Background: an optimization exercise with open tools, aiming at small area, a short achievable clock period and few clock cycles per item. Do not read the settings as production practice. Function was checked by simulation only, so behaviour that the tests miss may differ from the original. No activity file was given, so power comes from the tool's default toggle rates.

<file path="flow/design.v">
`timescale 1ns/10ps
module leading_ones
  #
  (
   parameter SELECTOR,
   parameter BITS      = 16
   )
  (
   input wire [BITS-1:0]         SW,
   output logic [$clog2(BITS):0] LED
   );
  generate
    if (SELECTOR == "UNIQUE_CASE") begin : g_UNIQUE_CASE
      always_comb begin
        LED           = '0;  
        unique case (1'b1)
          SW[15]:  LED  = 16;
          SW[14]:  LED  = 15;
          SW[13]:  LED  = 14;
          SW[12]:  LED  = 13;
          SW[11]:  LED  = 12;
          SW[10]:  LED  = 11;
          SW[9]:   LED  = 10;
          SW[8]:   LED  = 9;
          SW[7]:   LED  = 8;
          SW[6]:   LED  = 7;
          SW[5]:   LED  = 6;
          SW[4]:   LED  = 5;
          SW[3]:   LED  = 4;
          SW[2]:   LED  = 3;
          SW[1]:   LED  = 2;
          SW[0]:   LED  = 1;
        endcase
      end  
    end else if (SELECTOR == "CASE") begin : g_CASE  
      always_comb begin
        LED           = '0;  
        case (1'b1)
          SW[15]:  LED  = 16;
          SW[14]:  LED  = 15;
          SW[13]:  LED  = 14;
          SW[12]:  LED  = 13;
          SW[11]:  LED  = 12;
          SW[10]:  LED  = 11;
          SW[9]:   LED  = 10;
          SW[8]:   LED  = 9;
          SW[7]:   LED  = 8;
          SW[6]:   LED  = 7;
          SW[5]:   LED  = 6;
          SW[4]:   LED  = 5;
          SW[3]:   LED  = 4;
          SW[2]:   LED  = 3;
          SW[1]:   LED  = 2;
          SW[0]:   LED  = 1;
          default: LED  = 0;
        endcase
      end  
    end else if (SELECTOR == "DOWN_FOR") begin : g_UP_IF
      logic found;
      always_comb begin
        LED = '0;
        found = 1'b0;
        for (int i = $high(SW); i >= $low(SW); i--) begin
          if (SW[i] && !found) begin
            LED = i + 1;
            found = 1'b1;
          end
        end
      end
    end else if (SELECTOR == "UP_FOR") begin : g_DOWN_IF
      always_comb begin
        LED = '0;
        for (int i = $low(SW); i <= $high(SW); i++) begin
          if (SW[i]) begin
            LED = i + 1;
          end
        end
      end
    end
  endgenerate
endmodule
`timescale 1ns/10ps
module divider_nr
  #
  (
   parameter BITS      = 16
   )
  (
   input wire                       clk,
   input wire                       reset,
   input wire                       start,
   input wire unsigned [BITS-1:0]   dividend,
   input wire unsigned [BITS-1:0]   divisor,
   output logic                     done,
   output logic unsigned [BITS-1:0] quotient,
   output logic unsigned [BITS-1:0] remainder
   );
  localparam BC = $clog2(BITS);
  logic [BITS-1:0] rem_q;      
  logic [BITS-2:0] quo_q;      
  logic [BC-1:0]   idx_q;      
  logic            bit_q;      
  logic            busy_q;
  logic [BITS-1:0] div_q;      
  function automatic logic [3:0] msb_pos(input logic [15:0] x);
    logic [7:0] y8;
    logic [3:0] y4;
    logic [1:0] y2;
    msb_pos[3] = |x[15:8];
    y8         = msb_pos[3] ? x[15:8] : x[7:0];
    msb_pos[2] = |y8[7:4];
    y4         = msb_pos[2] ? y8[7:4] : y8[3:0];
    msb_pos[1] = |y4[3:2];
    y2         = msb_pos[1] ? y4[3:2] : y4[1:0];
    msb_pos[0] = y2[1];
  endfunction
  logic [3:0] pa, pb;
  logic [4:0] pdiff;
  logic       neg;
  logic [BC-1:0] sh;
  assign pa    = msb_pos(dividend);
  assign pb    = msb_pos(divisor);
  assign pdiff = {1'b0, pa} - {1'b0, pb};
  assign neg   = pdiff[4];
  assign sh    = neg ? '0 : pdiff[3:0];
  logic [BC-1:0] nidx;
  assign nidx = start ? sh : idx_q - 1'b1;
  logic [BITS:0]   trial;
  logic [BITS+1:0] diffr;
  logic            qbit;
  assign trial = {rem_q, bit_q};
  assign diffr = {1'b0, trial} - {2'b0, div_q};
  assign qbit  = ~diffr[BITS+1];
  assign done      = busy_q && (idx_q == '0);
  assign quotient  = {quo_q, qbit};
  assign remainder = qbit ? diffr[BITS-1:0] : trial[BITS-1:0];
  always_ff @(posedge clk) begin
    idx_q <= nidx;
    div_q <= divisor;
    bit_q <= dividend[nidx];
    if (start) begin
      busy_q <= 1'b1;
      rem_q  <= neg ? (dividend >> 1) : ((dividend >> 1) >> pdiff[3:0]);
      quo_q  <= '0;
    end else begin
      if (done) busy_q <= 1'b0;
      rem_q <= remainder;
      quo_q <= quotient[BITS-2:0];
    end
    if (reset) busy_q <= 1'b0;
  end
endmodule
</file>
<file path="flow/flow/run.sh">
#!/bin/bash
cp standard.sh standard_sh.txt
export BUFFER_PORTS_ARGS="-buffer_cell sky130_fd_sc_hd__buf_2"
export ADDER_MAP_FILE=
bash standard.sh > standard.log 2>&1
</file>
<file path="flow/standard.sh">
#!/bin/bash
# synth_recipe.tcl (not shown) runs the flow's synth.tcl, then flattens the netlist and writes it again
# the make line also repeats each setting of config.mk as NAME=value (left out here)
make -C /OpenROAD-flow-scripts/flow DESIGN_CONFIG=/design/flow/config.mk WORK_HOME=/design/flow/orfs CLKGATE_MAP_FILE= SYNTH_SCRIPT=/design/flow/synth_recipe.tcl "${@:-finish}"
</file>
<file path="flow/config.mk">
export PLATFORM = sky130hd
export DESIGN_NAME = divider_nr
export DESIGN_NICKNAME = divider_nr
export VERILOG_FILES = /design/flow/design.v
export SDC_FILE = /design/flow/constraint.sdc
export NUM_CORES = 4
export LEC_CHECK = 0
export ABC_AREA = 1
export CAP_MARGIN = 20
export CORE_MARGIN = 2
export CORE_UTILIZATION = 60
export SETUP_SLACK_MARGIN = 1.3
export SLEW_MARGIN = 20
</file>
<file path="flow/constraint.sdc">
create_clock -name core_clock -period 5.0 [get_ports {clk}]
set_input_delay 1.0000 -clock core_clock [delete_from_list [all_inputs] [get_ports {clk}]]
set_output_delay 1.0000 -clock core_clock [all_outputs]
set_load 0.01 [all_outputs]
</file>
==> results of run 1 <==
## worst paths after layout
kind / start / endpoint / slack (ps) / cells after the start
max reg2reg: rem_q[3] / rem_q[13] / 2520 / 18
min: quo_q[10] / quo_q[11] / 420 / 2
max: rem_q[3] / remainder[12] / 1360 / 13
min reg2reg: quo_q[10] / quo_q[11] / 420 / 2
## registers in the layout, summed over array words and instances, names as in the netlist
register and flops:
bit_q 1, busy_q 1, div_q 16, idx_q 4, quo_q 15, rem_q 16
## synthesized netlist by cell type, types with 3 or more instances
master,count
o21ai_1,18
clkbuf_1,5
xor2_1,10
inv_1,98
nand3_1,41
xnor2_1,4
a31oi_1,4
a221oi_1,3
inv_2,8
a21oi_1,18
nand2_1,172
nor2_2,4
o211ai_1,8
dfxtp_1,53
or2_2,6
o21ai_0,37
mux2i_1,3
nand2_4,4
nand2_2,10
nor2_4,4
buf_2,6
nor2_1,86
buf_4,3
nand4_1,5
## cells in the final DEF, fill, tap and decap left out, types with 3 or more instances in the layout
master	instances
nand2_4	5
o21ai_0	20
o21ai_2	6
inv_1	96
nand2_2	14
a21oi_1	17
xor2_1	10
dfxtp_1	53
buf_2	67
mux2i_1	3
inv_2	10
nor2_1	74
nand4_1	5
nand3_1	39
nor2_4	5
xnor2_1	4
buf_4	7
nand2_1	167
o21ai_1	29
o211ai_1	8
or2_2	5
nor2_2	15
clkbuf_8	5
## power by group through the flow
stage	Clock (W)	Sequential, W	Combinational [W]
floorplan	0	0.000560	0.000917
global placement	0	0.000571	0.00126
detailed placement	0	0.000573	0.00128
CTS	0.000254	0.000563	0.00131
global route	0.000269	0.000575	0.00167
finish	0.000247	0.000567	0.00152
## what timing repair did
action,CTS,global route
buffers inserted,0,6
setup endpoints to repair,12,32
resized for setup,7,57
pin swaps,0,14
## cell families after synthesis
kind of cell / Yosys count
flip-flops: 53
multiplexers: 4
buffers and inverters: 123
AND/OR/NAND/NOR: 341
XOR/XNOR: 18
AO/OA/AOI/OAI: 102
## stage by stage
step	hold slack [ps]	instance area, µm²	utilization, %
detailed placement	408	4230	67.3
floorplan	434	3870	-
global placement	402	4230	67.3
CTS	425	4340	69.2
finish	422	4550	72.5
global route	443	4550	72.5
## per-layer routing
| layer | track usage (%) | wire length, µm |
|---|---|---|
| met1 | 39.0 | 4600 |
| met2 | 53.2 | 5170 |
| met3 | 3.64 | 746 |
| met4 | 8.50 | 276 |
| met5 | 0 | 0 |
## area by class of cell
cell class | instances | area, µm² | share of cell area (%)
clock inverters | 3 | 26.3 | 0.577
clock buffers | 5 | 68.8 | 1.51
repair buffers | 75 | 408 | 8.96
flip-flops and latches | 53 | 1060 | 23.3
multi-input cells | 465 | 2490 | 54.8
well taps | 77 | 96.3 | 2.12
inverters | 106 | 398 | 8.74
## worst reg2reg max path: stages (launching register included)
cell and delay (ps):
dfxtp_1 320, inv_1 70, nand2_1 90, inv_1 70, nor2_4 140, inv_1 90, nor2_2 140, inv_1 90
nor4_4 320, buf_4 170, a21oi_2 60, o21ai_1 200, nand2_1 80, nand3_1 70, o311ai_0 150, nand2_1 140
buf_4 110, nand2_1 50, o21ai_1 80
==> out/qor.csv, run 1 <==
metric,value,unit
status,no timing/DRC/antenna violations,
CTS sink count,53,
Max rail drop VDD,0.436,mV
DRC,0,
Die Wd,84.3,µm
layout cells sized above 1,23.2,%
initial core utilization,61.6,%
critical path cell sequence,"inv_1, nand2_1, inv_1, nor2_4, inv_1, nor2_2, inv_1, nor4_4, nand3_2, nand3_4, buf_12, mux2_2, buf_2",
buffers added on ports,67,
DP Cell Count,770,
combinational share of power,65.2,%
minimum clock period after layout,3640,ps
CP Buf/Inv Count,6,
I/O pin total,68,
Unique masters post-synth,46,
"EDFF count, synth",0,
die height,84.3,µm
ranking of synthesized cells by area,"dfxtp_1 27%, nand2_1 17%, inv_1 9.5%, nor2_1 8.3%, nand3_1 5.3%",
Static Leak,2.31,nW
Psw,0.00115,W
largest family of logic cells by synthesized area,simple AND/OR/NAND/NOR gates,
Synth Area in Adders,0,%
wire per inst,13.8,µm
Sequential Power Share,24.3,%
syn nets,676,
GRT overflow,0,
Clock Latency Late Sink,300,ps
P&R area growth vs syn,17.6,%
initial antenna violation count,0,
Fin Clk Skew,3.35,ps
clock share of power,10.6,%
routability congestion estimate,0.946,
fillers,560,
"slowest stage delay, CP",360,ps
cell area after synthesis,3870,µm²
CTS max path bufs,2,
CTS Hold Buffers Added,0,
CP arrival,2640,ps
First-pass DRT Iterations,5,
Sw Share,49.4,%
crit-path max FO,23,
CP endpoint kind,output pin,
slowest CP cell,mux2_2,
simple-gate portion of the synthesized area,38.5,%
area fraction in compound gates after synthesis,15.5,%
total power,0.00234,W
clk slew on worst S/H paths,100,ps
"FF+latch count, synth",53,
endpoints failing setup,0,
CTS Buf Count,5,
pwr dens,514,nW/µm²
setup slack after layout,1360,ps
ys async rst share,0,%
CTS tree,built,
Clock H-tree levels,2,
final cell count without fillers,784,
Core Area,6280,µm²
Root Buffer,clkbuf_8,
Detailed Route WL,10.8,mm
Critical Path RT,4000,ps
Avg Vias per Cell,5.31,
Avg Inst Size Synth,6.04,µm²
kind of critical path,flop to output pin,
sequential area share after synthesis,27.4,%
number of global-route vias before repair,3740,
Post-Synth XOR/XNOR Area,4.85,%
commonest register cell after synthesis,dfxtp_1,
CP dominant cell by count,inv_1,
Worst setup SP type,flop,
Worst path top cell family by delay,simple AND/OR/NAND/NOR gates,
worst slew pin tran,531,ps
Int Pwr,0.00118,W
hold crit path type,flop to flop,
max-cap violations,0,
RSZ-0062 raised after global routing,yes,
die area,7110,µm²
Post-DRT Antenna Nets,0,
fmax,275,MHz
period utilization,72.8,%
Synthesis Warnings,1,
fin nets,741,
Slew HR,64.6,%
Synth area leader,dfxtp_1,
TNS Setup,0,ps
share of the synthesized area in the top cell type,27.4,%
synthesized instance count,641,
first-pass GRT wire length,17.5,mm
row count,29,
multiplexer area fraction after synthesis,1.07,%
Final Hold Vio Count,0,
pin count of the biggest net entering global routing,43,
1st-iter DRT viols,277,
GRT Total Usage,30.2,%
routed via count,4164,
"Slew Viols, Final",0,
Detailed Place HPWL,8.60,mm
n_diodes,0,
pre-CTS WS,1010,ps
Testbench counts, summed over its fixed seeds: cycles 5,943, items 1,600.
==> run 2, diff against run 1 <==
--- a/flow/config.mk
+++ b/flow/config.mk
@@ -9,5 +9,5 @@
 export CAP_MARGIN = 20
 export CORE_MARGIN = 2
 export CORE_UTILIZATION = 60
-export SETUP_SLACK_MARGIN = 1.3
+export SETUP_SLACK_MARGIN = 1.2
 export SLEW_MARGIN = 20
==> out/qor.csv, run 2 <==
metric,value,unit
Slew HR,63.6,%
fin util,70.1,%
"Slew Viols, Final",0,
Root Buffer,clkbuf_8,
Worst R2R End,rem_q[1],
GRT Total Usage,30.1,%
"commonest non-fill, non-tap cell in the layout",nand2_1,
CTS Buf Count,5,
Unique masters post-synth,46,
"commonest cells after routing, fill and taps aside","170 x nand2_1, 98 x inv_1, 84 x nor2_1",
biggest regs,"div_q: 16 flops, rem_q: 16 flops, quo_q: 15 flops",
die height,84.3,µm
TNS Setup,0,ps
fillers,589,
kind of critical path,flop to output pin,
initial core utilization,61.6,%
pin count of the biggest net entering global routing,43,
multiplexer area fraction after synthesis,1.07,%
fin nets,735,
max-cap violations,0,
number of global-route vias before repair,3707,
Post-Synth XOR/XNOR Area,4.85,%
simple-gate portion of the synthesized area,38.5,%
RSZ-0062 raised after global routing,yes,
minimum clock period after layout,3660,ps
Clock Latency Late Sink,300,ps
sink of the worst hold path,quo_q[11],
Detailed Place HPWL,8.60,mm
hold depth,2,
sequential area share after synthesis,27.4,%
routed via count,4131,
Post-DRT Antenna Nets,0,
R2R depth,16,
hold path start,quo_q[10],
n_diodes,0,
endpoints failing setup,0,
Synth area leader,dfxtp_1,
Detailed Route WL,10.5,mm
"FF+latch count, synth",53,
CTS sink count,53,
share of the synthesized area in the top cell type,27.4,%
die area,7110,µm²
"EDFF count, synth",0,
row count,29,
final cell count without fillers,778,
clk slew on worst S/H paths,100,ps
Critical Path RT,4000,ps
synthesized instance count,641,
status,no timing/DRC/antenna violations,
crit-path max FO,23,
P&R area growth vs syn,13.7,%
register area,1060,µm²
Worst setup SP type,flop,
syn nets,676,
Avg Vias per Cell,5.31,
ranking of synthesized cells by area,"dfxtp_1 27%, nand2_1 17%, inv_1 9.5%, nor2_1 8.3%, nand3_1 5.3%",
I/O pin total,68,
Fin Clk Skew,5.26,ps
worst reg2reg startpoint,rem_q[3],
Avg Inst Size Synth,6.04,µm²
"reg-to-reg slack, setup",2530,ps
most common cell in the netlist,nand2_1,
1st-iter DRT viols,253,
DRC,0,
most instantiated cells after synthesis,"172 x nand2_1, 98 x inv_1, 86 x nor2_1",
Final Hold Vio Count,0,
First-pass DRT Iterations,5,
worst slew pin tran,544,ps
Synthesis Warnings,1,
DP Cell Count,770,
period utilization,73.1,%
total power,0.00220,W
Synth Area in Adders,0,%
buffers added on ports,67,
post-CTS setup repair buffer count,0,
CTS max path bufs,2,
hold crit path type,flop to flop,
CP endpoint kind,output pin,
Core Area,6280,µm²
area of the multi-input gates,2380,µm²
ys async rst share,0,%
Max rail drop VDD,0.394,mV
CTS tree,built,
area fraction in compound gates after synthesis,15.5,%
Die Wd,84.3,µm
cell area after synthesis,3870,µm²
Static Leak,2.26,nW
commonest register cell after synthesis,dfxtp_1,
initial antenna violation count,0,
wire per inst,13.4,µm
first-pass GRT wire length,17.4,mm
Clock H-tree levels,2,
CTS Hold Buffers Added,0,
CP arrival,2660,ps
pwr dens,499,nW/µm²
GRT overflow,0,
largest family of logic cells by synthesized area,simple AND/OR/NAND/NOR gates,
fmax,274,MHz
layout cells sized above 1,19.3,%
routability congestion estimate,0.946,
-- run 2: where the power goes --
part / internal [W] / total, W / leakage (nW) / switching [W]
combinational: 0.000498 / 0.00139 / 1.78 / 0.000888
sequential: 0.000515 / 0.000565 / 0.441 / 0.0000499
clock: 0.000102 / 0.000245 / 0.0423 / 0.000144
-- run 2: area by class of cell --
class                   instances  area share [%]
inverters                     106            9.05
multi-input cells             465            54.2
clock buffers                   5            1.56
well taps                      77            2.19
flip-flops and latches         53            24.1
repair buffers                 69            8.25
clock inverters                 3           0.597
-- run 2: worst max-delay path by stage --
| stage | from | endpoint | depth (start not counted) |
|---|---|---|---|
| 6_report | rem_q[3] | remainder[12] | 13 |
| 5_1_grt | rem_q[1] | remainder[14] | 13 |
| 4_1_cts | rem_q[3] | remainder[12] | 12 |
| 3_5_place_dp | divisor[9] | rem_q[2] | 21 |
| 3_3_place_gp | divisor[9] | rem_q[13] | 19 |
| 2_1_floorplan | div_q[1] | remainder[14] | 12 |
-- run 2: timing repair --
item                       4_1_cts  5_1_grt
gates resized for setup          4       27
hold endpoints to repair         0        0
pin swaps                        0        2
setup endpoints to repair        5       30
-- run 2: metal layers --
layer | track usage, % | part of all wire [%]
met1 | 39.0 | 44
met2 | 53.2 | 47
met3 | 3.64 | 5.9
met4 | 7.92 | 2.5
met5 | 0 | 0
-- run 2: worst max-delay path, cell delays in order, from the launching register on --
cell and delay, ps:
dfxtp_1 320, inv_1 70, nand2_1 80, inv_1 50, nor2_2 170, inv_1 100
nor2_2 140, inv_1 90, nor4_4 250, nand3_1 200, nand3_4 190, buf_12 180
mux2_2 360, buf_2 140
-- run 2: metrics by stage --
step	hold slack (ps)	worst slack, ps	instance area, µm²
2_1_floorplan	434	1920	3870
3_3_place_gp	402	1060	4230
3_5_place_dp	408	1010	4230
4_1_cts	425	1200	4320
5_1_grt	443	1110	4400
6_report	422	1340	4400
-- run 2: cell families (layout without fill, tap and decap cells) --
kind of cell	Yosys count	in the layout
AO/OA/AOI/OAI	102	102
buffers and inverters	123	183
AND/OR/NAND/NOR	341	341
multiplexers	4	4
XOR/XNOR	18	18
flip-flops	53	53
==> run 3, diff against run 2 <==
--- a/flow/config.mk
+++ b/flow/config.mk
@@ -9,5 +9,5 @@
 export CAP_MARGIN = 20
 export CORE_MARGIN = 2
 export CORE_UTILIZATION = 60
-export SETUP_SLACK_MARGIN = 1.2
+export SETUP_SLACK_MARGIN = 1.15
 export SLEW_MARGIN = 20
==> out/qor.csv, run 3 <==
metric,value,unit
worst slew pin tran,534,ps
CTS Buf Count,5,
Sw Share,49.4,%
period utilization,73.2,%
minimum clock period after layout,3660,ps
P&R area growth vs syn,13.6,%
number of global-route vias before repair,3707,
Final Hold Vio Count,0,
synthesized instance count,641,
clk slew on worst S/H paths,100,ps
Static Leak,2.26,nW
"FF+latch count, synth",53,
RSZ-0062 raised after global routing,yes,
Fin Clk Skew,3.58,ps
die area,7110,µm²
Clock Latency Late Sink,300,ps
Detailed Route WL,10.5,mm
ranking of synthesized cells by area,"dfxtp_1 27%, nand2_1 17%, inv_1 9.5%, nor2_1 8.3%, nand3_1 5.3%",
share of the synthesized area in the top cell type,27.4,%
hold depth,2,
endpoints failing setup,0,
CTS max path bufs,2,
Slew HR,64.3,%
routed via count,4089,
initial antenna violation count,0,
n_diodes,0,
Core Area,6280,µm²
setup slack after layout,1340,ps
Die Wd,84.3,µm
fillers,591,
"commonest cells after routing, fill and taps aside","170 x nand2_1, 98 x inv_1, 84 x nor2_1",
fmax,273,MHz
Detailed Place HPWL,8.60,mm
commonest register cell after synthesis,dfxtp_1,
sequential area share after synthesis,27.4,%
CTS tree,built,
Clock H-tree levels,2,
CTS sink count,53,
R2R depth,15,
pin count of the biggest net entering global routing,43,
pwr dens,498,nW/µm²
buffers added on ports,67,
area of the multi-input gates,2380,µm²
Worst setup SP type,flop,
"Slew Viols, Final",0,
Sequential Power Share,25.9,%
combinational share of power,62.9,%
first-pass GRT wire length,17.4,mm
post-CTS setup repair buffer count,0,
die height,84.3,µm
Critical Path RT,4000,ps
ys async rst share,0,%
CP arrival,2660,ps
First-pass DRT Iterations,5,
GRT Total Usage,30.1,%
row count,29,
syn nets,676,
I/O pin total,68,
Synthesis Warnings,1,
clock share of power,11.3,%
Synth area leader,dfxtp_1,
Post-DRT Antenna Nets,0,
DRC,0,
most common cell in the netlist,nand2_1,
Root Buffer,clkbuf_8,
Avg Inst Size Synth,6.04,µm²
routability congestion estimate,0.946,
register area,1060,µm²
Unique masters post-synth,46,
Psw,0.00108,W
status,no timing/DRC/antenna violations,
Int Pwr,0.00111,W
Avg Vias per Cell,5.26,
layout cells sized above 1,19.3,%
GRT overflow,0,
cell area after synthesis,3870,µm²
fin nets,735,
"EDFF count, synth",0,
biggest regs,"div_q: 16 flops, rem_q: 16 flops, quo_q: 15 flops",
kind of critical path,flop to output pin,
"commonest non-fill, non-tap cell in the layout",nand2_1,
TNS Setup,0,ps
hold crit path type,flop to flop,
Max rail drop VDD,0.373,mV
crit-path max FO,23,
most instantiated cells after synthesis,"172 x nand2_1, 98 x inv_1, 86 x nor2_1",
wire per inst,13.4,µm
max-cap violations,0,
initial core utilization,61.6,%
pre-CTS WS,1010,ps
CP endpoint kind,output pin,
1st-iter DRT viols,223,
## run 3: power groups by stage
stage	logic (W)	clock network, W	registers [W]
after floorplan	0.000917	0	0.000560
after global placement	0.00126	0	0.000571
final	0.00138	0.000247	0.000566
after CTS	0.00129	0.000254	0.000563
after global routing	0.00153	0.000269	0.000573
after detailed placement	0.00128	0	0.000573
## run 3: area by class of cell
type                            instances  share of cell area (%)
Sequential cell                        53                    24.2
Inverter                              106                    9.06
Timing Repair Buffer                   69                    8.15
Clock buffer                            5                    1.57
Multi-Input combinational cell        465                    54.3
Clock inverter                          3                   0.598
Tap cell                               77                    2.19
## run 3: stage by stage
stage | area [µm²] | total power, W | hold slack [ps] | cells | util [%]
after floorplan | 3870 | 0.00148 | 434 | 641 | -
after global placement | 4230 | 0.00183 | 402 | 770 | 67.3
after detailed placement | 4230 | 0.00185 | 408 | 770 | 67.3
after CTS | 4320 | 0.00211 | 425 | 778 | 68.9
after global routing | 4390 | 0.00237 | 443 | 778 | 70.0
final | 4390 | 0.00219 | 422 | 778 | 70.0
## run 3: kinds of logic (layout without fill, tap and decap cells)
kind of cell / count (synthesis) / in the layout / share of synthesized area [%]
AND/OR/NAND/NOR: 341 / 341 / 38.5
flip-flops: 53 / 53 / 27.4
multiplexers: 4 / 4 / 1.07
AO/OA/AOI/OAI: 102 / 102 / 15.5
buffers and inverters: 123 / 183 / 12.6
XOR/XNOR: 18 / 18 / 4.85
## run 3: path summary, 6_finish.rpt
| check | from | endpoint | slack [ps] |
|---|---|---|---|
| max | rem_q[3] | remainder[12] | 1340 |
| min | quo_q[10] | quo_q[11] | 420 |
| min reg2reg | quo_q[10] | quo_q[11] | 420 |
| max reg2reg | rem_q[3] | rem_q[1] | 2550 |
## run 3: routing by layer
metal | global-route usage, % | up-vias | wire length [µm]
li1 | - | 2129 | -
met1 | 39.0 | 1819 | 4690
met2 | 53.2 | 126 | 5010
met3 | 3.64 | 15 | 529
met4 | 7.92 | 0 | 226
met5 | 0 | - | 0
## run 3: timing repair
action | CTS | global route
hold buffers | 0 | 0
endpoints found under the setup margin | 2 | 28
pin swaps | 0 | 1
cloned | 0 | 0
gates resized for setup | 2 | 28
## run 3: worst max-delay path: stages (launching register included)
cell	delay, ps
dfxtp_1	310
inv_1	100
nor2_1	90
nor2_2	190
inv_1	100
nor2_2	140
inv_1	90
nor4_4	250
nand3_1	200
nand3_4	180
buf_8	200
mux2_2	370
buf_2	140
==> run 4, diff against run 3 <==
--- a/flow/config.mk
+++ b/flow/config.mk
@@ -5,7 +5,6 @@
 export SDC_FILE = /design/flow/constraint.sdc
 export NUM_CORES = 4
 export LEC_CHECK = 0
-export ABC_AREA = 1
 export CAP_MARGIN = 20
 export CORE_MARGIN = 2
 export CORE_UTILIZATION = 60
==> out/qor.csv, run 4 <==
metric,value,unit
status,no timing/DRC/antenna violations,
Die Wd,86.7,µm
Detailed Place HPWL,8.07,mm
First-pass DRT Iterations,6,
dpl cell area,4520,µm²
fillers,373,
Detailed Route WL,13.9,mm
ys async rst share,0,%
minimum clock period after layout,4260,ps
most instantiated cells after synthesis,"57 x nor2_1, 53 x dfxtp_1, 37 x nand2_1",
period utilization,85.2,%
Core Area,6720,µm²
hold path start,quo_q[4],
cell area after synthesis,4110,µm²
commonest register cell after synthesis,dfxtp_1,
CTS sink count,53,
CP endpoint kind,output pin,
RSZ-0062 raised after global routing,yes,
CTS max path bufs,2,
"Slew Viols, Final",0,
CTS Hold Buffers Added,0,
CP startpoint,rem_q[6],
"reg-to-reg slack, setup",1520,ps
ranking of synthesized cells by area,"dfxtp_1 26%, xnor2_1 5.3%, nor2_1 5.2%, mux4_1 4.5%, mux2i_1 3.9%",
Worst R2R End,rem_q[7],
first-pass GRT wire length,19.2,mm
1st-iter DRT viols,273,
sink of the worst hold path,quo_q[5],
hold depth,1,
CTS tree,built,
GRT overflow,0,
routability congestion estimate,0.915,
CTS Buf Count,5,
fin util,85.4,%
biggest regs,"div_q: 16 flops, rem_q: 16 flops, quo_q: 15 flops",
TNS Setup,0,ps
share of the synthesized area in the top cell type,25.8,%
fin nets,617,
Post-DRT Antenna Nets,0,
Root Buffer,clkbuf_8,
R2R depth,12,
Clock H-tree levels,2,
pre-CTS WS,381,ps
most common cell in the netlist,nor2_1,
Fin Clk Skew,11.0,ps
I/O pin total,68,
initial antenna violation count,0,
"FF+latch count, synth",53,
area of the multi-input gates,3360,µm²
Critical Path RT,4000,ps
die area,7520,µm²
Clock Latency Late Sink,310,ps
"commonest non-fill, non-tap cell in the layout",buf_2,
register area,1080,µm²
max-cap violations,0,
GRT Total Usage,32.8,%
syn nets,501,
Static Leak,2.39,nW
Synth area leader,dfxtp_1,
setup slack after layout,739,ps
synthesized instance count,466,
hold crit path type,flop to flop,
Final Hold Vio Count,0,
fmax,235,MHz
Unique masters post-synth,78,
DRC,0,
die height,86.7,µm
"Design Area, Final",5740,µm²
P&R area growth vs syn,39.7,%
Worst setup SP type,flop,
routed via count,4326,
worst slew pin tran,1050,ps
"commonest cells after routing, fill and taps aside","62 x buf_2, 51 x buf_4, 50 x nor2_1",
wire per inst,21.0,µm
kind of critical path,flop to output pin,
clk slew on worst S/H paths,110,ps
Avg Inst Size Synth,8.81,µm²
sequential area share after synthesis,25.8,%
layout cells sized above 1,46.0,%
row count,30,
endpoints failing setup,0,
worst reg2reg startpoint,rem_q[6],
"EDFF count, synth",0,
Slew HR,29.7,%
CP arrival,3260,ps
initial core utilization,61.1,%
pin count of the biggest net entering global routing,45,
pwr dens,457,nW/µm²
Synthesis Warnings,1,
number of global-route vias before repair,3862,
Avg Vias per Cell,6.52,
buffers added on ports,67,
n_diodes,0,
crit-path max FO,6,
Max rail drop VDD,0.194,mV
-- run 4: cell types whose count changed after synthesis, moves of 25 or more --
| cell | before | now |
|---|---|---|
| nand2_1 | 172 | 37 |
| nor2b_1 | 0 | 25 |
| nor2_1 | 86 | 57 |
| nand3_1 | 41 | 4 |
| inv_1 | 98 | 22 |
| o21ai_0 | 37 | 9 |
-- run 4: power breakdown --
part           switching, W  leakage, nW  total (W)  internal, W
logic              0.000879         1.90    0.00173     0.000855
clock network      0.000150       0.0447   0.000252     0.000101
registers          0.000118        0.442   0.000637     0.000519
-- run 4: critical path: stages, from the launching register on --
cell	delay (ps)
dfxtp_4	360
nor2b_4	120
maj3_2	350
a2111oi_4	260
a211oi_4	150
maj3_2	370
a221oi_4	300
maj3_2	250
a21o_4	160
clkinvlp_4	180
nand2_1	150
xnor2_2	130
buf_2	160
-- run 4: worst max-delay path by stage --
stage	endpoint	slack [ps]
after floorplan	rem_q[0]	920
after global placement	bit_q	480
after detailed placement	bit_q	380
after CTS	remainder[14]	710
after global routing	remainder[2]	620
final	remainder[2]	740
-- run 4: logic make-up after synthesis --
| logic type | share of synthesized area, % |
|---|---|
| muxes | 11.4 |
| xor gates and xnor gates | 9.35 |
| adders and majority gates | 2.19 |
| and+or+nand+nor | 21.6 |
| AOI/OAI and AO/OA | 22.3 |
| buffers and inverters | 7.40 |
| DFF | 25.8 |
-- run 4: per-layer routing --
metal,part of all wire (%),GRT usage [%]
met5,0,0
met4,5.9,12.8
met3,7.3,4.48
met2,51,60.0
met1,36,38.7
-- run 4: final cells by class --
class	instances	share of cell area, %
multi-input combinational	365	58.6
sequential	53	18.8
timing repair buffer	134	17.6
tap	80	1.74
inverter	22	1.50
clock buffer	5	1.20
clock inverter	3	0.436
timing repair inverter	1	0.131
-- run 4: repair_timing --
action | CTS | global route
resized for setup | 79 | 48
cloned | 4 | 1
pin swaps | 41 | 36
setup endpoints to repair | 30 | 33
setup buffers | 32 | 27
-- run 4: per-stage QoR --
stage          std cells  total power (W)  hold WS [ps]
6_report             663          0.00262           463
5_1_grt              663          0.00276           479
4_1_cts              635          0.00241           467
3_5_place_dp         591          0.00187           450
3_3_place_gp         591          0.00185           438
2_1_floorplan        466          0.00158           440
==> run 5, diff against run 4 <==
--- a/flow/config.mk
+++ b/flow/config.mk
@@ -5,8 +5,10 @@
 export SDC_FILE = /design/flow/constraint.sdc
 export NUM_CORES = 4
 export LEC_CHECK = 0
+export ABC_AREA = 1
 export CAP_MARGIN = 20
 export CORE_MARGIN = 2
 export CORE_UTILIZATION = 60
+export CTS_BUF_LIST = sky130_fd_sc_hd__clkbuf_16
 export SETUP_SLACK_MARGIN = 1.15
 export SLEW_MARGIN = 20
==> out/qor.csv, run 5 <==
metric,value,unit
"slowest stage delay, CP",370,ps
sink of the worst hold path,quo_q[11],
TNS Setup,0,ps
R2R depth,15,
Clock Latency Late Sink,290,ps
Core Area,6280,µm²
synthesized instance count,641,
die height,84.3,µm
clock share of power,15.1,%
First-pass DRT Iterations,5,
wire per inst,13.8,µm
P&R area growth vs syn,14.6,%
Sw Share,48.0,%
fillers,592,
Post-DRT Antenna Nets,0,
slowest CP cell,mux2_2,
post-CTS setup repair buffer count,0,
RSZ-0062 raised after global routing,yes,
routability congestion estimate,0.946,
Avg Inst Size Synth,6.04,µm²
fmax,272,MHz
Fin Clk Skew,2.92,ps
"EDFF count, synth",0,
CP endpoint kind,output pin,
"FF+latch count, synth",53,
pwr dens,514,nW/µm²
DP Cell Count,770,
worst reg2reg startpoint,rem_q[3],
Int Pwr,0.00119,W
Die Wd,84.3,µm
fin nets,735,
DRC,0,
"Slew Viols, Final",0,
hold crit path type,flop to flop,
Critical Path RT,4000,ps
CP arrival,2670,ps
worst slew pin tran,550,ps
crit-path max FO,23,
GRT Total Usage,30.5,%
CTS tree,built,
Worst setup SP type,flop,
Synthesis Warnings,1,
I/O pin total,68,
commonest register cell after synthesis,dfxtp_1,
die area,7110,µm²
Avg Vias per Cell,5.30,
GRT overflow,0,
met3 WL post-DR,747,µm
clk slew on worst S/H paths,70,ps
"commonest cells after routing, fill and taps aside","170 x nand2_1, 98 x inv_1, 84 x nor2_1",
Sequential Power Share,24.9,%
WL met2,5.10,mm
period utilization,73.4,%
Worst R2R End,rem_q[1],
endpoints failing setup,0,
ys async rst share,0,%
initial core utilization,61.6,%
"reg-to-reg slack, setup",2450,ps
initial antenna violation count,0,
CP dominant cell by count,inv_1,
Slew HR,63.2,%
layout cells sized above 1,19.3,%
hold depth,2,
most common cell in the netlist,nand2_1,
row count,29,
n_diodes,0,
"commonest non-fill, non-tap cell in the layout",nand2_1,
Met1 Wirelength,4.63,mm
number of global-route vias before repair,3732,
biggest regs,"div_q: 16 flops, rem_q: 16 flops, quo_q: 15 flops",
Synth area leader,dfxtp_1,
hold path start,quo_q[10],
CTS sink count,53,
Max Used Layer,met4,
share of the synthesized area in the top cell type,27.4,%
CTS Hold Buffers Added,0,
Static Leak,2.28,nW
final cell count without fillers,778,
sequential area share after synthesis,27.4,%
1st-iter DRT viols,256,
critical path cell sequence,"inv_1, nor2_1, nor2_2, inv_1, nor2_2, inv_1, nor4_2, nand3_1, nand3_2, buf_8, mux2_2, buf_2",
kind of critical path,flop to output pin,
buffers added on ports,67,
Final Hold Vio Count,0,
CTS max path bufs,2,
Root Buffer,clkbuf_16,
minimum clock period after layout,3670,ps
max-cap violations,0,
CTS Buf Count,5,
ranking of synthesized cells by area,"dfxtp_1 27%, nand2_1 17%, inv_1 9.5%, nor2_1 8.3%, nand3_1 5.3%",
first-pass GRT wire length,17.6,mm
Clock H-tree levels,2,
most instantiated cells after synthesis,"172 x nand2_1, 98 x inv_1, 86 x nor2_1",
Detailed Place HPWL,8.60,mm
combinational share of power,60.0,%
cell area after synthesis,3870,µm²
Detailed Route WL,10.7,mm
status,no timing/DRC/antenna violations,
Unique masters post-synth,46,
Psw,0.00109,W
Max rail drop VDD,0.428,mV
syn nets,676,
pin count of the biggest net entering global routing,43,
routed via count,4121,
run 5: worst max path at each step:
stage	startpoint	end	slack, ps	cells after the start
3_5_place_dp	divisor[9]	rem_q[2]	1010	21
2_1_floorplan	div_q[1]	remainder[14]	1920	12
3_3_place_gp	divisor[9]	rem_q[13]	1060	19
5_1_grt	rem_q[7]	remainder[12]	1100	12
6_report	rem_q[3]	remainder[12]	1330	12
4_1_cts	rem_q[3]	remainder[12]	1180	12
run 5: cells by family after synthesis:
family | count (synthesis) | synth area share [%]
AO/OA/AOI/OAI | 102 | 15.5
XOR/XNOR | 18 | 4.85
buffers and inverters | 123 | 12.6
flip-flops | 53 | 27.4
multiplexers | 4 | 1.07
AND/OR/NAND/NOR | 341 | 38.5
run 5: final cells by class:
| type | instances | area (µm²) | share of cell area (%) |
|---|---|---|---|
| multi-input combinational | 465 | 2370 | 53.4 |
| sequential | 53 | 1060 | 23.9 |
| inverter | 106 | 398 | 8.98 |
| timing repair buffer | 69 | 358 | 8.07 |
| clock buffer | 5 | 125 | 2.82 |
| tap | 77 | 96.3 | 2.17 |
| clock inverter | 3 | 26.3 | 0.593 |
run 5: worst max-delay path: cells and delay by family, from the launching register on:
family | cells | cell delay, ps
multiplexers | 1 | 370
flip-flops | 1 | 300
AND/OR/NAND/NOR | 6 | 1080
buffers and inverters | 5 | 630
run 5: repair_timing:
action                     CTS  global route
pin swaps                    0             1
gates resized for setup      1            22
setup endpoints to repair    1            29
run 5: through the flow:
step | cell area (µm²) | total power [W] | hold WS [ps] | setup WS (ps) | util [%]
after CTS | 4380 | 0.00221 | 420 | 1180 | 69.7
final | 4430 | 0.00228 | 418 | 1330 | 70.6
after floorplan | 3870 | 0.00148 | 434 | 1920 | -
after global placement | 4230 | 0.00183 | 402 | 1060 | 67.3
after global routing | 4430 | 0.00246 | 438 | 1100 | 70.6
after detailed placement | 4230 | 0.00185 | 408 | 1010 | 67.3
run 5: power by group through the flow:
| stage | Clock, W | Sequential, W | Combinational, W |
|---|---|---|---|
| 6_report | 0.000345 | 0.000568 | 0.00137 |
| 2_1_floorplan | 0 | 0.000560 | 0.000917 |
| 5_1_grt | 0.000368 | 0.000574 | 0.00151 |
| 3_3_place_gp | 0 | 0.000571 | 0.00126 |
| 4_1_cts | 0.000352 | 0.000563 | 0.00129 |
| 3_5_place_dp | 0 | 0.000573 | 0.00128 |
run 5: layer usage:
metal | track usage (%) | vias up
met5 | 0 | -
met4 | 8.36 | 0
met3 | 3.93 | 21
met2 | 53.9 | 175
met1 | 39.2 | 1800
li1 | - | 2125
==> run 6, diff against run 5 <==
--- a/flow/config.mk
+++ b/flow/config.mk
@@ -8,7 +8,6 @@
 export ABC_AREA = 1
 export CAP_MARGIN = 20
 export CORE_MARGIN = 2
-export CORE_UTILIZATION = 60
-export CTS_BUF_LIST = sky130_fd_sc_hd__clkbuf_16
+export CORE_UTILIZATION = 55
 export SETUP_SLACK_MARGIN = 1.15
 export SLEW_MARGIN = 20
==> out/qor.csv, run 6 <==
metric,value,unit
endpoints failing setup,0,
ys async rst share,0,%
Avg Vias per Cell,5.26,
"Slew Viols, Final",0,
synthesized instance count,641,
biggest regs,"div_q: 16 flops, rem_q: 16 flops, quo_q: 15 flops",
fillers,668,
period utilization,72.9,%
Critical Path RT,4000,ps
DRC,0,
Clock Latency Late Sink,320,ps
Detailed Route WL,11.0,mm
kind of critical path,flop to output pin,
"commonest non-fill, non-tap cell in the layout",nand2_1,
"EDFF count, synth",0,
first-pass GRT wire length,17.3,mm
layout cells sized above 1,18.7,%
Worst setup endpoint,remainder[14],
Worst setup SP type,flop,
row count,30,
Max rail drop VDD,0.220,mV
most common cell in the netlist,nand2_1,
CP startpoint,div_q[0],
pwr dens,498,nW/µm²
hold crit path type,flop to flop,
commonest register cell after synthesis,dfxtp_1,
RSZ-0062 raised after global routing,yes,
Avg Inst Size Synth,6.04,µm²
Worst R2R End,rem_q[13],
R2R depth,14,
CTS sink count,53,
Clock H-tree levels,2,
Synthesis Warnings,1,
wire per inst,13.7,µm
GRT Total Usage,28.9,%
n_diodes,0,
GRT overflow,0,
DP Cell Count,789,
Final Hold Vio Count,0,
pin count of the biggest net entering global routing,43,
die area,7720,µm²
I/O pin total,68,
fin nets,736,
routability congestion estimate,1.01,
initial antenna violation count,0,
syn nets,676,
"commonest cells after routing, fill and taps aside","171 x nand2_1, 98 x inv_1, 86 x nor2_1",
CTS tree,built,
CTS Buf Count,5,
die height,87.9,µm
share of the synthesized area in the top cell type,27.4,%
worst slew pin tran,579,ps
status,no timing/DRC/antenna violations,
final cell count without fillers,798,
Static Leak,2.26,nW
crit-path max FO,5,
initial core utilization,56.9,%
TNS Setup,0,ps
Detailed Place HPWL,8.75,mm
Unique masters post-synth,46,
Fin Clk Skew,6.50,ps
Synth area leader,dfxtp_1,
buffers added on ports,67,
CTS max path bufs,2,
1st-iter DRT viols,282,
Post-DRT Antenna Nets,0,
"FF+latch count, synth",53,
P&R area growth vs syn,14.0,%
minimum clock period after layout,3650,ps
ranking of synthesized cells by area,"dfxtp_1 27%, nand2_1 17%, inv_1 9.5%, nor2_1 8.3%, nand3_1 5.3%",
CTS Hold Buffers Added,0,
Root Buffer,clkbuf_8,
cell area after synthesis,3870,µm²
CP endpoint kind,output pin,
clk slew on worst S/H paths,100,ps
First-pass DRT Iterations,5,
number of global-route vias before repair,3697,
Core Area,6790,µm²
sequential area share after synthesis,27.4,%
routed via count,4201,
fmax,274,MHz
most instantiated cells after synthesis,"172 x nand2_1, 98 x inv_1, 86 x nor2_1",
worst reg2reg startpoint,rem_q[1],
CP arrival,2650,ps
Die Wd,87.9,µm
max-cap violations,0,
Slew HR,61.2,%
"reg-to-reg slack, setup",2630,ps
[run 6: cell type report]
class,count,area (µm²),area share (%)
multi-input combinational,465,2360,53.6
sequential,53,1060,24.1
inverter,106,398,9.02
timing repair buffer,70,374,8.48
tap,96,120,2.72
clock buffer,5,68.8,1.56
clock inverter,3,26.3,0.596
[run 6: per-layer routing]
metal | vias to the layer above | track usage, % | wire [µm] | share of wire (%)
li1 | 2127 | - | - | -
met2 | 164 | 48.3 | 5110 | 47
met1 | 1895 | 38.7 | 4950 | 45
met4 | 0 | 9.09 | 238 | 2.2
met5 | - | 0 | 0 | 0
met3 | 15 | 4.05 | 653 | 6.0
[run 6: how the worst min path moves through the flow]
stage | depth (start not counted) | start | end | slack [ps]
detailed placement | 2 | quo_q[8] | quo_q[9] | 410
global placement | 2 | quo_q[6] | quo_q[7] | 400
global route | 2 | quo_q[13] | quo_q[14] | 440
CTS | 2 | quo_q[8] | quo_q[9] | 420
floorplan | 2 | busy_q | busy_q | 430
finish | 2 | quo_q[8] | quo_q[9] | 420
[run 6: metrics by stage]
step | setup WS [ps] | hold WS [ps] | instance area, µm² | util (%) | total power (W)
finish | 1350 | 416 | 4410 | 64.9 | 0.00220
global route | 1110 | 437 | 4410 | 64.9 | 0.00239
CTS | 1150 | 422 | 4350 | 64.0 | 0.00212
detailed placement | 920 | 413 | 4250 | 62.5 | 0.00186
global placement | 1000 | 402 | 4250 | 62.5 | 0.00184
floorplan | 1920 | 434 | 3870 | - | 0.00148
[run 6: logic make-up after synthesis]
kind of cell | after synthesis | synth area share, %
xor gates and xnor gates | 18 | 4.85
buffers and inverters | 123 | 12.6
DFF | 53 | 27.4
and+or+nand+nor | 341 | 38.5
muxes | 4 | 1.07
AOI/OAI and AO/OA | 102 | 15.5
[run 6: worst max-delay path, cell delays in order (launching register included)]
cell      delay [ps]
dfxtp_1          350
inv_1             40
nor2_1           180
inv_1            130
a21boi_2         190
o21ai_1          120
nand2_1           80
nand2_1          130
nand4_1          110
o211ai_1         130
nor2_1           160
o31ai_1           90
or2_2            290
a31oi_2          170
buf_2            160
[run 6: report_power, final]
group          switching (W)  leakage (nW)  total [W]  internal (W)
Clock               0.000157        0.0423   0.000259      0.000102
Combinational       0.000873          1.78    0.00137      0.000498
Sequential         0.0000537         0.441   0.000569      0.000515
[run 6: repair_timing]
item                       CTS  global route
gates resized for setup      3            13
setup buffers                0             1
setup endpoints to repair    7            24
cloned                       0             0
pin swaps                    0             1
==> run 7, diff against run 6 <==
==> flow/flow/run.sh (replaced) <==
#!/bin/bash
cp standard.sh standard_sh.txt
export BUFFER_PORTS_ARGS="-buffer_cell sky130_fd_sc_hd__buf_2"
export RECOVER_POWER=${RECOVER_POWER_PCT:-50}
bash standard.sh > standard.log 2>&1
--- a/flow/config.mk
+++ b/flow/config.mk
@@ -8,6 +8,6 @@
 export ABC_AREA = 1
 export CAP_MARGIN = 20
 export CORE_MARGIN = 2
-export CORE_UTILIZATION = 55
-export SETUP_SLACK_MARGIN = 1.15
+export CORE_UTILIZATION = 60
+export SETUP_SLACK_MARGIN = 1.0
 export SLEW_MARGIN = 20
==> out/qor.csv, run 7 <==
metric,value,unit
status,"complete, but fails checks",
SO Viols,"capacitance limit, slew limit",
Detailed Route WL,10.9,mm
"commonest non-fill, non-tap cell in the layout",nand2_1,
routability congestion estimate,0.923,
CTS Hold Buffers Added,0,
"commonest cells after routing, fill and taps aside","126 x nand2_1, 81 x inv_1, 62 x nor2_1",
Worst R2R End,rem_q[10],
Synthesis Warnings,1,
Synth area leader,dfxtp_1,
n_diodes,0,
routed via count,4025,
Detailed Place HPWL,8.51,mm
RSZ-0062 raised after global routing,yes,
Worst setup SP type,input port,
layout cells sized above 1,16.0,%
GRT overflow,0,
I/O pin total,68,
fmax,261,MHz
Die Wd,83.5,µm
clk slew on worst S/H paths,110,ps
sequential area share after synthesis,28.0,%
CTS max path bufs,2,
Worst setup endpoint,rem_q[1],
row count,28,
pwr dens,518,nW/µm²
Slew HR,-19.6,%
fillers,539,
1st-iter DRT viols,338,
period utilization,76.8,%
most common cell in the netlist,nand2_1,
R2R depth,11,
worst reg2reg startpoint,bit_q,
crit-path max FO,6,
initial core utilization,62.9,%
Static Leak,2.10,nW
CP endpoint kind,flop,
Root Buffer,clkbuf_8,
"slowest stage delay, CP",670,ps
dpl cell area,4160,µm²
fin nets,699,
"reg-to-reg slack, setup",2320,ps
CTS Buf Count,5,
"EDFF count, synth",0,
synthesized instance count,574,
Avg Inst Size Synth,6.61,µm²
Core Area,6030,µm²
P&R area growth vs syn,14.0,%
ranking of synthesized cells by area,"dfxtp_1 28%, nand2_1 12%, inv_1 8.2%, ha_1 6.9%, nor2_1 6.1%",
Unique masters post-synth,48,
biggest regs,"div_q: 16 flops, rem_q: 16 flops, quo_q: 15 flops",
cell area after synthesis,3790,µm²
CTS sink count,53,
CTS tree,built,
number of global-route vias before repair,3683,
Avg Vias per Cell,5.61,
"Slew Viols, Final",39,
Critical Path RT,5220,ps
wire per inst,15.2,µm
minimum clock period after layout,3840,ps
CP startpoint,dividend[15],
First-pass DRT Iterations,5,
ys async rst share,0,%
Max rail drop VDD,0.432,mV
TNS Setup,0,ps
initial antenna violation count,0,
buffers added on ports,67,
die area,6970,µm²
GRT Total Usage,30.9,%
CP dominant cell by count,nand2_1,
syn nets,632,
first-pass GRT wire length,17.6,mm
Post-DRT Antenna Nets,0,
die height,83.5,µm
endpoints failing setup,0,
commonest register cell after synthesis,dfxtp_1,
slowest CP cell,fa_2,
Fin Clk Skew,10.1,ps
Clock Latency Late Sink,310,ps
"Design Area, Final",4320,µm²
pin count of the biggest net entering global routing,39,
max-cap violations,1,
kind of critical path,input port to flop,
most instantiated cells after synthesis,"126 x nand2_1, 83 x inv_1, 62 x nor2_1",
Clock H-tree levels,2,
WHS,430,ps
worst slew pin tran,1790,ps
hold crit path type,flop to flop,
DRC,0,
"FF+latch count, synth",53,
share of the synthesized area in the top cell type,28.0,%
CP arrival,4060,ps
Final Hold Vio Count,0,
[run 7: cells by family after synthesis]
group,Yosys count,share of synthesized area [%]
xor gates and xnor gates,15,3.86
muxes,2,0.528
adders and majority gates,23,7.98
DFF,53,28.0
AOI/OAI and AO/OA,123,18.6
and+or+nand+nor,252,29.8
buffers and inverters,106,11.3
[run 7: power breakdown]
part	leakage (nW)	switching, W	internal [W]
sequential	0.441	0.0000612	0.000515
clock	0.0506	0.000158	0.000105
combinational	1.61	0.000866	0.000532
total	2.10	0.00108	0.00115
[run 7: per-stage QoR]
step           util (%)  power [W]  worst slack, ps  cells
2_1_floorplan         -    0.00152             1180    574
4_1_cts            70.8    0.00216             1000    711
5_1_grt            71.7    0.00242              892    717
3_3_place_gp       69.0    0.00185              683    703
6_report           71.7    0.00224             1160    717
3_5_place_dp       69.0    0.00189              550    703
[run 7: layer usage]
layer  part of all wire (%)  vias up  GRT usage, %
met3                    8.3       23          5.44
met1                     42     1828          41.9
met5                      0        -             0
li1                       -     1989             -
met2                     47      185          51.4
met4                    2.5        0          7.62
[run 7: area by class of cell]
| cell class | instances | area (µm²) | share of cell area (%) |
|---|---|---|---|
| timing repair buffer | 76 | 373 | 8.63 |
| inverter | 89 | 342 | 7.90 |
| clock buffer | 5 | 68.8 | 1.59 |
| sequential | 53 | 1060 | 24.6 |
| tap | 75 | 93.8 | 2.17 |
| multi-input combinational | 416 | 2350 | 54.5 |
| clock inverter | 3 | 28.8 | 0.666 |
[run 7: worst min path at each step]
stage                     startpoint   endpoint  slack [ps]  cells after the start
after floorplan               busy_q     busy_q         430                      2
after CTS                  quo_q[12]  quo_q[13]         430                      2
after global routing        quo_q[0]   quo_q[1]         450                      2
after global placement     quo_q[13]  quo_q[14]         400                      2
final                       quo_q[9]  quo_q[10]         430                      2
after detailed placement   quo_q[12]  quo_q[13]         410                      2
[run 7: worst max-delay path, delay by kind of cell]
family	cells	cell delay, ps
AOI/OAI and AO/OA	8	820
adders and majority gates	2	820
buffers and inverters	4	410
and+or+nand+nor	11	990
[run 7: what timing repair did]
action,in CTS,in global routing
pin swaps,1,7
setup buffers,0,5
endpoints found under the hold margin,0,0
setup endpoints to repair,21,31
gates cloned,0,1
resized for setup,6,20
==> run 8, diff against run 7 <==
==> flow/flow/run.sh (replaced) <==
#!/bin/bash
cp standard.sh standard_sh.txt
export BUFFER_PORTS_ARGS="-buffer_cell sky130_fd_sc_hd__buf_2"
bash standard.sh > standard.log 2>&1
--- a/flow/config.mk
+++ b/flow/config.mk
@@ -9,5 +9,6 @@
 export CAP_MARGIN = 20
 export CORE_MARGIN = 2
 export CORE_UTILIZATION = 60
+export PLACE_DENSITY = 0.75
 export SETUP_SLACK_MARGIN = 1.0
 export SLEW_MARGIN = 20
==> out/qor.csv, run 8 <==
metric,value,unit
Clock H-tree levels,2,
"commonest cells after routing, fill and taps aside","125 x nand2_1, 81 x inv_1, 67 x buf_2",
Critical Path RT,5210,ps
Post-DRT Antenna Nets,0,
most common cell in the netlist,nand2_1,
CTS Buf Count,5,
P&R area growth vs syn,14.8,%
fillers,495,
most instantiated cells after synthesis,"126 x nand2_1, 83 x inv_1, 62 x nor2_1",
Final Hold Vio Count,0,
status,no timing/DRC/antenna violations,
CP endpoint kind,flop,
Synth Area in Adders,7.98,%
Synthesis Warnings,1,
multiplexer area fraction after synthesis,0.528,%
commonest register cell after synthesis,dfxtp_1,
ranking of synthesized cells by area,"dfxtp_1 28%, nand2_1 12%, inv_1 8.2%, ha_1 6.9%, nor2_1 6.1%",
WHS,421,ps
row count,28,
wire per inst,14.9,µm
Worst path top cell family by delay,simple AND/OR/NAND/NOR gates,
pwr dens,503,nW/µm²
number of global-route vias before repair,3659,
Static Leak,2.18,nW
"commonest non-fill, non-tap cell in the layout",nand2_1,
First-pass DRT Iterations,5,
Post-Synth XOR/XNOR Area,3.86,%
fmax,257,MHz
CTS max path bufs,2,
routed via count,4016,
fin nets,699,
first-pass GRT wire length,17.5,mm
Psw,0.00105,W
"slowest stage delay, CP",690,ps
WP depth,23,
CTS tree,built,
"FF+latch count, synth",53,
slowest CP cell,fa_2,
ys async rst share,0,%
period utilization,77.9,%
Die Wd,83.5,µm
die height,83.5,µm
combinational share of power,62.3,%
initial antenna violation count,0,
routability congestion estimate,0.963,
RSZ-0062 raised after global routing,no,
GRT overflow,0,
Max rail drop VDD,0.515,mV
kind of critical path,input port to flop,
cell area after synthesis,3790,µm²
CP Buf/Inv Count,3,
"EDFF count, synth",0,
GRT Total Usage,30.6,%
CP arrival,4110,ps
minimum clock period after layout,3890,ps
endpoints failing setup,0,
Sequential Power Share,25.9,%
simple-gate portion of the synthesized area,29.8,%
Worst setup SP type,input port,
clk slew on worst S/H paths,110,ps
Unique masters post-synth,48,
Synth area leader,dfxtp_1,
CP dominant cell by count,nand2_1,
syn nets,632,
hold crit path type,flop to flop,
share of the synthesized area in the top cell type,28.0,%
synthesized instance count,574,
CTS Hold Buffers Added,0,
"Slew Viols, Final",0,
layout cells sized above 1,20.1,%
Avg Vias per Cell,5.60,
R2R depth,12,
DP Cell Count,703,
max-cap violations,0,
Fin Clk Skew,8.37,ps
critical path cell sequence,"buf_2, nor2_1, nand2_1, nor2_4, nand2_1, nand2_2, nor2_2, nand2_4, nor2_1, o21bai_1, nand3_1, a21oi_2, ha_1, inv_1, fa_2, buf_6, nand2_1, o21ai_2, nor2_1, a21oi_1, a21oi_1, o21ai_1, nand2_1",
die area,6970,µm²
Sw Share,48.0,%
Int Pwr,0.00114,W
1st-iter DRT viols,414,
Slew HR,63.7,%
worst slew pin tran,541,ps
hold depth,2,
DRC,0,
Root Buffer,clkbuf_8,
final cell count without fillers,717,
largest family of logic cells by synthesized area,simple AND/OR/NAND/NOR gates,
sequential area share after synthesis,28.0,%
Avg Inst Size Synth,6.61,µm²
Clock Latency Late Sink,310,ps
Detailed Route WL,10.7,mm
pin count of the biggest net entering global routing,40,
buffers added on ports,67,
crit-path max FO,8,
CTS sink count,53,
Core Area,6030,µm²
I/O pin total,68,
TNS Setup,0,ps
biggest regs,"div_q: 16 flops, rem_q: 16 flops, quo_q: 15 flops",
initial core utilization,62.9,%
clock share of power,11.8,%
n_diodes,0,
Detailed Place HPWL,8.34,mm
area fraction in compound gates after synthesis,18.6,%
run 8: per-layer routing:
| metal | vias to the layer above | track usage (%) | share of wire [%] |
|---|---|---|---|
| li1 | 1991 | - | - |
| met4 | 0 | 7.92 | 2.5 |
| met5 | - | 0 | 0 |
| met2 | 192 | 52.2 | 48 |
| met3 | 26 | 6.53 | 7.5 |
| met1 | 1807 | 39.7 | 42 |
run 8: per-stage QoR:
stage | area, µm² | setup slack (ps) | util (%) | power [W]
after floorplan | 3790 | 1180 | - | 0.00152
after global placement | 4160 | 720 | 69.0 | 0.00185
after detailed placement | 4160 | 590 | 69.0 | 0.00188
after CTS | 4260 | 1030 | 70.7 | 0.00215
after global routing | 4350 | 928 | 72.3 | 0.00237
final | 4350 | 1110 | 72.3 | 0.00219
run 8: area by class of cell:
| class | count | area [µm²] | share of cell area (%) |
|---|---|---|---|
| clock buffer | 5 | 68.8 | 1.58 |
| sequential | 53 | 1060 | 24.4 |
| timing repair buffer | 77 | 427 | 9.80 |
| tap | 75 | 93.8 | 2.16 |
| multi-input combinational | 415 | 2330 | 53.5 |
| inverter | 89 | 344 | 7.90 |
| clock inverter | 3 | 28.8 | 0.661 |
run 8: what timing repair did:
| action | CTS | global route |
|---|---|---|
| setup endpoints to repair | 12 | 18 |
| buffers inserted | 0 | 6 |
| pin swaps | 0 | 4 |
| resized for setup | 4 | 24 |
run 8: worst min-delay path: stages (launching register included):
cell and delay, ps:
dfxtp_1 320, inv_1 50, nor2_1 30
run 8: final timing paths:
path,from,to,slack [ps]
setup / recovery,dividend[12],rem_q[3],1110
hold / removal,quo_q[1],quo_q[2],420
setup reg to reg,bit_q,rem_q[12],2360
hold reg to reg,quo_q[1],quo_q[2],420
run 8: logic make-up after synthesis:
group,Yosys count
adders and majority gates,23
xor gates and xnor gates,15
AOI/OAI and AO/OA,123
buffers and inverters,106
muxes,2
DFF,53
and+or+nand+nor,252
run 8: power by group through the flow:
stage               combinational [W]  clock (W)  sequential [W]
global route                  0.00152   0.000277        0.000578
CTS                           0.00132   0.000265        0.000566
global placement              0.00127          0        0.000573
finish                        0.00136   0.000259        0.000568
detailed placement            0.00131          0        0.000576
floorplan                    0.000955          0        0.000566
==> run 9, diff against run 8 <==
--- a/flow/config.mk
+++ b/flow/config.mk
@@ -9,6 +9,7 @@
 export CAP_MARGIN = 20
 export CORE_MARGIN = 2
 export CORE_UTILIZATION = 60
-export PLACE_DENSITY = 0.75
+export CTS_CLUSTER_DIAMETER = 100
+export CTS_CLUSTER_SIZE = 30
 export SETUP_SLACK_MARGIN = 1.0
 export SLEW_MARGIN = 20
==> out/qor.csv, run 9 <==
metric,value,unit
Final Hold Vio Count,0,
Worst setup SP type,flop,
GRT overflow,0,
biggest regs,"div_q: 16 flops, rem_q: 16 flops, quo_q: 15 flops",
"commonest non-fill, non-tap cell in the layout",nand2_1,
hold crit path type,flop to flop,
initial antenna violation count,0,
First-pass DRT Iterations,5,
ranking of synthesized cells by area,"dfxtp_1 28%, nand2_1 12%, inv_1 8.2%, ha_1 6.9%, nor2_1 6.1%",
Root Buffer,clkbuf_8,
clk slew on worst S/H paths,110,ps
synthesized instance count,574,
Core Area,6030,µm²
Static Leak,2.19,nW
syn nets,632,
"Slew Viols, Final",0,
1st-iter DRT viols,330,
worst slew pin tran,546,ps
layout cells sized above 1,19.9,%
n_diodes,0,
CP endpoint kind,output pin,
die area,6970,µm²
Clock Latency Late Sink,310,ps
"EDFF count, synth",0,
CTS Hold Buffers Added,0,
"FF+latch count, synth",53,
ys async rst share,0,%
setup slack after layout,1160,ps
final cell count without fillers,717,
wire per inst,15.1,µm
routed via count,4000,
pwr dens,514,nW/µm²
"commonest cells after routing, fill and taps aside","126 x nand2_1, 81 x inv_1, 67 x buf_2",
CTS max path bufs,2,
sequential area share after synthesis,28.0,%
Synth area leader,dfxtp_1,
Clock H-tree levels,2,
Die Wd,83.5,µm
TNS Setup,0,ps
Detailed Route WL,10.8,mm
die height,83.5,µm
DP Cell Count,703,
buffers added on ports,67,
Slew HR,63.4,%
crit-path max FO,3,
area of the multi-input gates,2350,µm²
cell area after synthesis,3790,µm²
Fin Clk Skew,7.54,ps
status,no timing/DRC/antenna violations,
CP arrival,2840,ps
minimum clock period after layout,3840,ps
CTS Buf Count,5,
most instantiated cells after synthesis,"126 x nand2_1, 83 x inv_1, 62 x nor2_1",
GRT Total Usage,30.9,%
Detailed Place HPWL,8.51,mm
fillers,518,
CTS sink count,53,
max-cap violations,0,
fmax,260,MHz
Avg Inst Size Synth,6.61,µm²
pin count of the biggest net entering global routing,39,
CTS tree,built,
Post-DRT Antenna Nets,0,
commonest register cell after synthesis,dfxtp_1,
DRC,0,
RSZ-0062 raised after global routing,yes,
period utilization,76.8,%
Avg Vias per Cell,5.58,
number of global-route vias before repair,3683,
share of the synthesized area in the top cell type,28.0,%
Max rail drop VDD,0.433,mV
pre-CTS WS,550,ps
initial core utilization,62.9,%
row count,28,
Synthesis Warnings,1,
I/O pin total,68,
fin nets,699,
routability congestion estimate,0.923,
first-pass GRT wire length,17.6,mm
Critical Path RT,4000,ps
Unique masters post-synth,48,
P&R area growth vs syn,14.8,%
most common cell in the netlist,nand2_1,
register area,1060,µm²
kind of critical path,flop to output pin,
endpoints failing setup,0,
==> run 9: stage by stage <==
stage	hold WS (ps)	util [%]	power (W)	instance area, µm²
6_report	429	72.3	0.00224	4360
5_1_grt	443	72.3	0.00242	4360
4_1_cts	430	70.8	0.00216	4260
3_5_place_dp	409	69.0	0.00189	4160
3_3_place_gp	402	69.0	0.00185	4160
2_1_floorplan	434	-	0.00152	3790
==> run 9: cell families after synthesis <==
logic type / synth area share (%)
compound gates: 18.6
xor+xnor: 3.86
fa+ha+maj: 7.98
buf+inv: 11.3
flops: 28.0
mux: 0.528
simple gates: 29.8
==> run 9: worst paths after layout <==
kind / start / depth (start not counted) / endpoint / slack [ps]
max: bit_q / 11 / remainder[12] / 1160
min: quo_q[9] / 2 / quo_q[10] / 430
max reg2reg: bit_q / 12 / rem_q[12] / 2370
min reg2reg: quo_q[9] / 2 / quo_q[10] / 430
==> run 9: power breakdown <==
| part | switching (W) | total (W) | internal [W] |
|---|---|---|---|
| sequential | 0.0000615 | 0.000577 | 0.000515 |
| clock | 0.000159 | 0.000264 | 0.000105 |
| combinational | 0.000865 | 0.00140 | 0.000534 |
| total | 0.00109 | 0.00224 | 0.00115 |
==> run 9: final cells by class <==
class,count,area share [%]
Sequential cell,53,24.4
Clock inverter,3,0.661
Timing Repair Buffer,76,9.34
Clock buffer,5,1.58
Multi-Input combinational cell,416,54.1
Inverter,89,7.84
Tap cell,75,2.15
==> run 9: layer usage <==
layer | share of wire [%] | vias to the layer above | GRT usage [%]
li1 | - | 1993 | -
met1 | 42 | 1786 | 41.9
met2 | 47 | 190 | 51.4
met3 | 8.2 | 31 | 5.44
met4 | 2.8 | 0 | 7.62
met5 | 0 | - | 0
==> run 9: timing repair <==
item | 4_1_cts | 5_1_grt
pin swaps | 1 | 7
setup buffers | 0 | 5
setup endpoints to repair | 21 | 31
gates cloned | 0 | 1
resized for setup | 6 | 20
==> run 9: worst max-delay path: stages, from the launching register on <==
cell and delay (ps):
dfxtp_1 430, inv_1 70, ha_1 260, fa_1 430, o211ai_1 270, a21boi_1 180
o21ai_2 190, a21boi_1 120, o21ai_1 160, xor2_1 90, a21oi_1 170, buf_2 160
==> run 10, diff against run 9 <==
--- a/flow/config.mk
+++ b/flow/config.mk
@@ -6,10 +6,8 @@
 export NUM_CORES = 4
 export LEC_CHECK = 0
 export ABC_AREA = 1
-export CAP_MARGIN = 20
+export CAP_MARGIN = 5
 export CORE_MARGIN = 2
 export CORE_UTILIZATION = 60
-export CTS_CLUSTER_DIAMETER = 100
-export CTS_CLUSTER_SIZE = 30
 export SETUP_SLACK_MARGIN = 1.0
-export SLEW_MARGIN = 20
+export SLEW_MARGIN = 5
==> out/qor.csv, run 10 <==
metric,value,unit
hold path start,quo_q[9],
biggest regs,"div_q: 16 flops, rem_q: 16 flops, quo_q: 15 flops",
CTS sink count,53,
minimum clock period after layout,3840,ps
Detailed Route WL,10.8,mm
pin count of the biggest net entering global routing,39,
Fin Clk Skew,7.54,ps
Synth area leader,dfxtp_1,
CP arrival,2840,ps
Core Area,6030,µm²
Die Wd,83.5,µm
GRT overflow,0,
"commonest non-fill, non-tap cell in the layout",nand2_1,
"EDFF count, synth",0,
CTS Buf Count,5,
Synthesis Warnings,1,
total power,0.00224,W
slowest CP cell,dfxtp_1,
CP dominant cell by count,a21boi_1,
CTS Hold Buffers Added,0,
most common cell in the netlist,nand2_1,
worst slew pin tran,546,ps
crit-path max FO,3,
syn nets,632,
CP endpoint kind,output pin,
"Slew Viols, Final",0,
initial core utilization,62.9,%
fin util,72.3,%
kind of critical path,flop to output pin,
Static Leak,2.19,nW
first-pass GRT wire length,17.6,mm
routed via count,4000,
Worst setup SP type,flop,
WHS,429,ps
ys async rst share,0,%
DP Cell Count,703,
number of global-route vias before repair,3683,
P&R area growth vs syn,14.8,%
synthesized instance count,574,
CP Buf/Inv Count,2,
max-cap violations,0,
Clock H-tree levels,2,
Root Buffer,clkbuf_8,
fin nets,699,
1st-iter DRT viols,330,
cell area after synthesis,3790,µm²
Avg Vias per Cell,5.58,
Detailed Place HPWL,8.51,mm
die height,83.5,µm
First-pass DRT Iterations,5,
die area,6970,µm²
"FF+latch count, synth",53,
Max rail drop VDD,0.433,mV
TNS Setup,0,ps
CTS max path bufs,2,
clk slew on worst S/H paths,110,ps
"commonest cells after routing, fill and taps aside","126 x nand2_1, 81 x inv_1, 67 x buf_2",
RSZ-0062 raised after global routing,yes,
n_diodes,0,
Avg Inst Size Synth,6.61,µm²
fmax,260,MHz
CTS tree,built,
pwr dens,514,nW/µm²
Slew HR,63.4,%
status,no timing/DRC/antenna violations,
commonest register cell after synthesis,dfxtp_1,
"slowest stage delay, CP",430,ps
CP startpoint,bit_q,
Critical Path RT,4000,ps
row count,28,
hold crit path type,flop to flop,
GRT Total Usage,30.9,%
endpoints failing setup,0,
final cell count without fillers,717,
buffers added on ports,67,
share of the synthesized area in the top cell type,28.0,%
Post-DRT Antenna Nets,0,
Worst path top cell family by delay,compound AO/OA/AOI/OAI gates,
period utilization,76.8,%
Final Hold Vio Count,0,
worst reg2reg startpoint,bit_q,
most instantiated cells after synthesis,"126 x nand2_1, 83 x inv_1, 62 x nor2_1",
wire per inst,15.1,µm
ranking of synthesized cells by area,"dfxtp_1 28%, nand2_1 12%, inv_1 8.2%, ha_1 6.9%, nor2_1 6.1%",
DRC,0,
initial antenna violation count,0,
sequential area share after synthesis,28.0,%
Unique masters post-synth,48,
routability congestion estimate,0.923,
critical path cell sequence,"inv_1, ha_1, fa_1, o211ai_1, a21boi_1, o21ai_2, a21boi_1, o21ai_1, xor2_1, a21oi_1, buf_2",
layout cells sized above 1,19.9,%
I/O pin total,68,
Clock Latency Late Sink,310,ps
## run 10: kinds of logic after synthesis
kind of cell	Yosys count	share of synthesized area, %
AND/OR/NAND/NOR	252	29.8
AO/OA/AOI/OAI	123	18.6
buffers and inverters	106	11.3
flip-flops	53	28.0
adder cells (fa/ha/maj)	23	7.98
XOR/XNOR	15	3.86
multiplexers	2	0.528
## run 10: repair_timing
action / in CTS / in global routing
pin swaps: 1 / 7
resized for setup: 6 / 20
setup endpoints to repair: 21 / 31
gates cloned: 0 / 1
setup buffers: 0 / 5
## run 10: cell type report
type | instances | area, µm²
Tap cell | 75 | 93.8
Clock buffer | 5 | 68.8
Timing Repair Buffer | 76 | 407
Clock inverter | 3 | 28.8
Fill cell | 518 | 1670
Multi-Input combinational cell | 416 | 2350
Sequential cell | 53 | 1060
Inverter | 89 | 342
## run 10: report_power, final
group | internal, W | leakage (nW) | switching (W)
clock network | 0.000105 | 0.0506 | 0.000159
logic | 0.000534 | 1.70 | 0.000865
registers | 0.000515 | 0.441 | 0.0000615
total | 0.00115 | 2.19 | 0.00109
## run 10: through the flow
stage / instance area, µm² / setup slack (ps)
6_report: 4360 / 1160
5_1_grt: 4360 / 973
4_1_cts: 4260 / 1000
3_5_place_dp: 4160 / 550
3_3_place_gp: 4160 / 683
2_1_floorplan: 3790 / 1180
## run 10: worst min-delay path: stages, from the launching register on
cell and delay [ps]:
dfxtp_1 330, inv_1 50, nor2_1 30
## run 10: worst paths after layout
kind	slack, ps	end	cells after the start
hold / removal	430	quo_q[10]	2
hold reg to reg	430	quo_q[10]	2
setup / recovery	1160	remainder[12]	11
setup reg to reg	2370	rem_q[12]	12
## run 10: per-layer routing
layer  share of wire, %  global-route usage (%)
met3                8.2                    5.44
met4                2.8                    7.62
met2                 47                    51.4
met1                 42                    41.9
met5                  0                       0

Setup slack of run 10, layout unchanged: 1.161 ns with ideal ports, 1.131 ns with driving cells assumed (clock clkbuf_16, inputs buf_2), 0.872 ns with port delays also shifted by the 0.340 ns mid clock arrival.
